This design comes from an exercise in tuning for small area on the open sky130 flow, not from production work.
In this exercise RTL edits were held to simulation tests only and were not proved equivalent to the original.
Power and IR drop assume default switching activity.

## run A
==> flow/design.v (excerpt) <==
module i2c_Slave (
    input scl,
    input clk,
    input rst,
    input sda_i,
    output sda_oe,
    output busy,
    output reg ack_err,
    output reg done
);
Size in the first run: about 1500 cells after synthesis, about 8 I/O pins, about 25000 um^2 of cells after synthesis.
export LEC_CHECK = 0
export CAP_MARGIN = 20
export CORE_MARGIN = 2
export CORE_UTILIZATION = 70
export CTS_BUF_LIST = sky130_fd_sc_hd__clkbuf_4
export CTS_CLUSTER_DIAMETER = 40
export CTS_CLUSTER_SIZE = 12
export SLEW_MARGIN = 20
create_clock -name core_clock -period 10.0 [get_ports {clk}]
standard.sh (not shown) runs the stock make flow with config.mk's settings and CLKGATE_MAP_FILE= SYNTH_SCRIPT=/design/flow/synth_recipe.tcl, a recipe that flattens the netlist after the stock synthesis.
==> flow/flow/run.sh <==
#!/bin/bash
# Standard layout (the standard.sh, unchanged synthesis and steps), with
# clock tree synthesis told not to add dummy load cells for skew balancing.
set -euo pipefail
export CTS_ARGS="-sink_clustering_enable -repair_clock_nets -sink_clustering_size 12 -sink_clustering_max_diameter 40 -buf_list sky130_fd_sc_hd__clkbuf_4 -dont_use_dummy_load"
bash standard.sh finish > standard.log 2>&1
Run A was carried through to the last stage, and its layout satisfied the timing, DRC and antenna checks.
Input changes introduced in run B (baseline for comparison: run A):
--- a/flow/flow/run.sh
+++ b/flow/flow/run.sh
@@ -3 +3,2 @@
-# clock tree synthesis told not to add dummy load cells for skew balancing.
+# clock tree synthesis told not to add dummy load cells for skew balancing,
+# and the port buffers made with the smallest buffer cell.
@@ -5,0 +7 @@
+export BUFFER_PORTS_ARGS="-buffer_cell sky130_fd_sc_hd__buf_1"
Findings:
Power per unit of standard cell area of run B is on par with run A.
Of the two candidates, run A has the worse routed wire length and run B the better one.
Run B ended with every stage complete and zero timing, DRC or antenna violations.
Overall die area delta (run A -> run B): insignificant
In the tables for run B and run A, final period utilization reads lower with run B.
Compared with run A, run B shows a higher count of TritonRoute iterations in the first routing pass.
Comparing run A against run B, there is no change at all in count of cells along the worst hold path.
Run B vs. run A: global-route wire length before repair fell about 0.8%; slack of the critical path rose 0.37 ns; data arrival time of the critical path fell 0.37 ns.
Cmp run B vs run A: first-iteration DRC count higher in run B
Clock buffer instance count of the final layout, run B vs run A: down slightly
The following lists how run C was set up differently from run B:
- swapping 40 for 32 in CTS_CLUSTER_DIAMETER
- swapping 12 for 13 in CTS_CLUSTER_SIZE
==> flow/flow/run.sh <==
#!/bin/bash
# Standard layout (the standard.sh, unchanged synthesis and steps), with
# clock tree synthesis told not to add dummy load cells for skew balancing.
set -euo pipefail
export CTS_ARGS="-sink_clustering_enable -repair_clock_nets -sink_clustering_size 13 -sink_clustering_max_diameter 32 -buf_list sky130_fd_sc_hd__clkbuf_4 -dont_use_dummy_load"
bash standard.sh finish > standard.log 2>&1
Notes after the runs:
- Run C went all the way through synthesis, placement and routing and the layout is clean on timing, DRC and antenna.
- Relative to run B, sequential fraction of total cell area has decreased by 0.54 points in run C.
- Delta (run C minus run B): final area has increased; count of filler cells inserted in the layout fell 28; wire length now sits higher; core utilization of the finished layout higher.
- ~same count of vias placed by the detailed router in run B and run C
- From run B to run C the numbers moved as follows: setup slack of the critical path after layout fell by 0.42 ns, clock latency of the later-clocked register in the worst-skew pair saw an increase.
diff inputs: run C => run D
- CTS_CLUSTER_SIZE changed from 13 to 30
- CTS_BUF_LIST changed from sky130_fd_sc_hd__clkbuf_4 to sky130_fd_sc_hd__clkbuf_16
- CTS_CLUSTER_DIAMETER changed from 32 to 35
--- a/flow/flow/run.sh
+++ b/flow/flow/run.sh
@@ -5 +5 @@
-export CTS_ARGS="-sink_clustering_enable -repair_clock_nets -sink_clustering_size 13 -sink_clustering_max_diameter 32 -buf_list sky130_fd_sc_hd__clkbuf_4 -dont_use_dummy_load"
+export CTS_ARGS="-sink_clustering_enable -repair_clock_nets -sink_clustering_size 30 -sink_clustering_max_diameter 35 -buf_list sky130_fd_sc_hd__clkbuf_16 -dont_use_dummy_load"
Notes after the runs:
Run D against run C; routed wire length is up by more than 10%.
As far as async set or reset register ratio after synthesis goes, run D and run C are indistinguishable; the numbers are identical.
[compare] base=run C new=run D: time the worst path needs with I/O delays and setup shrank by 0.21 ns; combinational group share of total power shows a reduction of 0.3 points; share of the clock period used by the worst path went down; final-layout worst hold slack higher.
Run D gives less maximum clock skew at final layout than run C did.
Modified inputs, run E compared to run D
- changing CTS_CLUSTER_SIZE from 30 to 22
- changing CTS_BUF_LIST from sky130_fd_sc_hd__clkbuf_16 to sky130_fd_sc_hd__clkbuf_8
--- a/flow/flow/run.sh
+++ b/flow/flow/run.sh
@@ -5 +5 @@
-export CTS_ARGS="-sink_clustering_enable -repair_clock_nets -sink_clustering_size 30 -sink_clustering_max_diameter 35 -buf_list sky130_fd_sc_hd__clkbuf_16 -dont_use_dummy_load"
+export CTS_ARGS="-sink_clustering_enable -repair_clock_nets -sink_clustering_size 22 -sink_clustering_max_diameter 35 -buf_list sky130_fd_sc_hd__clkbuf_8 -dont_use_dummy_load"
### Flow results
The final reports for run E and run D show minimum setup slack in the final design lower in the former. The source-to-sink clock delay at the later pin of the worst-skew pair of run E exceeds that of run D by 0.04 ns. Adder-cell share of the synthesized area came out exactly the same in run E and run D. On clock share of power, the lower figure sits with run E, not run D. The post-route clock skew in run E sits 0.018 ns above the value recorded for run D. Between run E and run D, the difference in combinational power is negligible. Fmax | run E vs run D | run E slower. From run E to run D, post-detailed-route count of antenna-violating nets did not move at all.

---

## PW
i2c_Slave, a different RTL version from the one above (not shown whole).
Size in the first run: about 1100 flip-flops, roughly 8 I/O pins, roughly 0.026 sq mm of cells after synthesis.
==> flow/config.mk <==
export PLATFORM = sky130hd
export DESIGN_NAME = i2c_Slave
export DESIGN_NICKNAME = i2c_Slave
export VERILOG_FILES = /design/flow/design.v
export SDC_FILE = /design/flow/constraint.sdc
export NUM_CORES = 4
export LEC_CHECK = 0
export CAP_MARGIN = 20
export CORE_MARGIN = 2
export CORE_UTILIZATION = 40
export CTS_BUF_LIST = sky130_fd_sc_hd__clkbuf_8
export CTS_CLUSTER_DIAMETER = 50
export CTS_CLUSTER_SIZE = 18
export SLEW_MARGIN = 20
==> flow/constraint.sdc <==
create_clock -name core_clock -period 10.0 [get_ports {clk}]
set_input_delay 2.0000 -clock core_clock [delete_from_list [all_inputs] [get_ports {clk}]]
set_output_delay 2.0000 -clock core_clock [all_outputs]
set_load 0.01 [all_outputs]
run.sh (not shown) runs the stock make flow with config.mk's settings and CLKGATE_MAP_FILE= SYNTH_SCRIPT=/design/flow/synth_recipe.tcl, a recipe that flattens the netlist after the stock synthesis.
Stock flow here: none of the scripts above is used.
What TR does differently from PW at the input level:
- CTS_BUF_LIST no longer set, was sky130_fd_sc_hd__clkbuf_8
- CTS_CLUSTER_SIZE no longer set, was 18
- CTS_CLUSTER_DIAMETER no longer set, was 50
Findings:
- TR reached the end of the flow, and the finished layout is clean on the timing, DRC and antenna checks.
- Of PW and TR, the run reporting the lower non-filler instance count after layout was PW.
- In TR, the utilization came out 3.1 points above the value in PW.
- Relative to PW, actual slew at the worst max-slew pin has increased by 12 ps in TR.
- Diff PW -> TR: remaining number of nets flagged by the antenna check after routing roughly the same; number of fillers in the final layout fell by about 4%; number of antenna violations at the first check in global routing shrank by 1.
- For final area, dividing the value from TR by the value from PW gives 1.07.
- TR vs. PW: data required time at the worst endpoint has decreased, routed wire length increased by 1600 um relative to the old numbers, global-route usage picked up an extra 0.41 points.

what the ideal ports hide:
The flow's constraints put no driver on any port. The routed layouts listed below were extracted and timed again, unchanged, in two steps.
Step 1 assumes that a clkbuf_16 drives the clock port and a buf_2 every other input.
Step 2 also shifts input and output timing later by t, the mid clock arrival at the registers, as if the neighbouring blocks saw the same clock.
Slacks: no drivers / after step 1 / after step 2; pairs: no drivers / after step 1.
run	t, ns	setup WS [ns]	worst setup path after step 2	pins driven straight from the clock port
run A	0.809	5.687 / 5.635 / 5.312	input to register	1
run B	0.813	6.060 / 6.011 / 5.591	input to register	1
run C	0.829	5.641 / 5.592 / 5.303	input to register	1
run D	0.647	5.850 / 5.799 / 5.265	input to register	1
run E	0.684	5.816 / 5.766 / 5.276	input to register	1
PW	0.724	6.069 / 6.069 / 5.843	input to register	1
TR	0.692	6.096 / 6.096 / 5.836	input to register	1
After both steps setup and hold are still met in every run listed. For run D, which loses most, drivers alone change the setup slack by -0.051 ns; drivers and shift together by -0.585 ns.
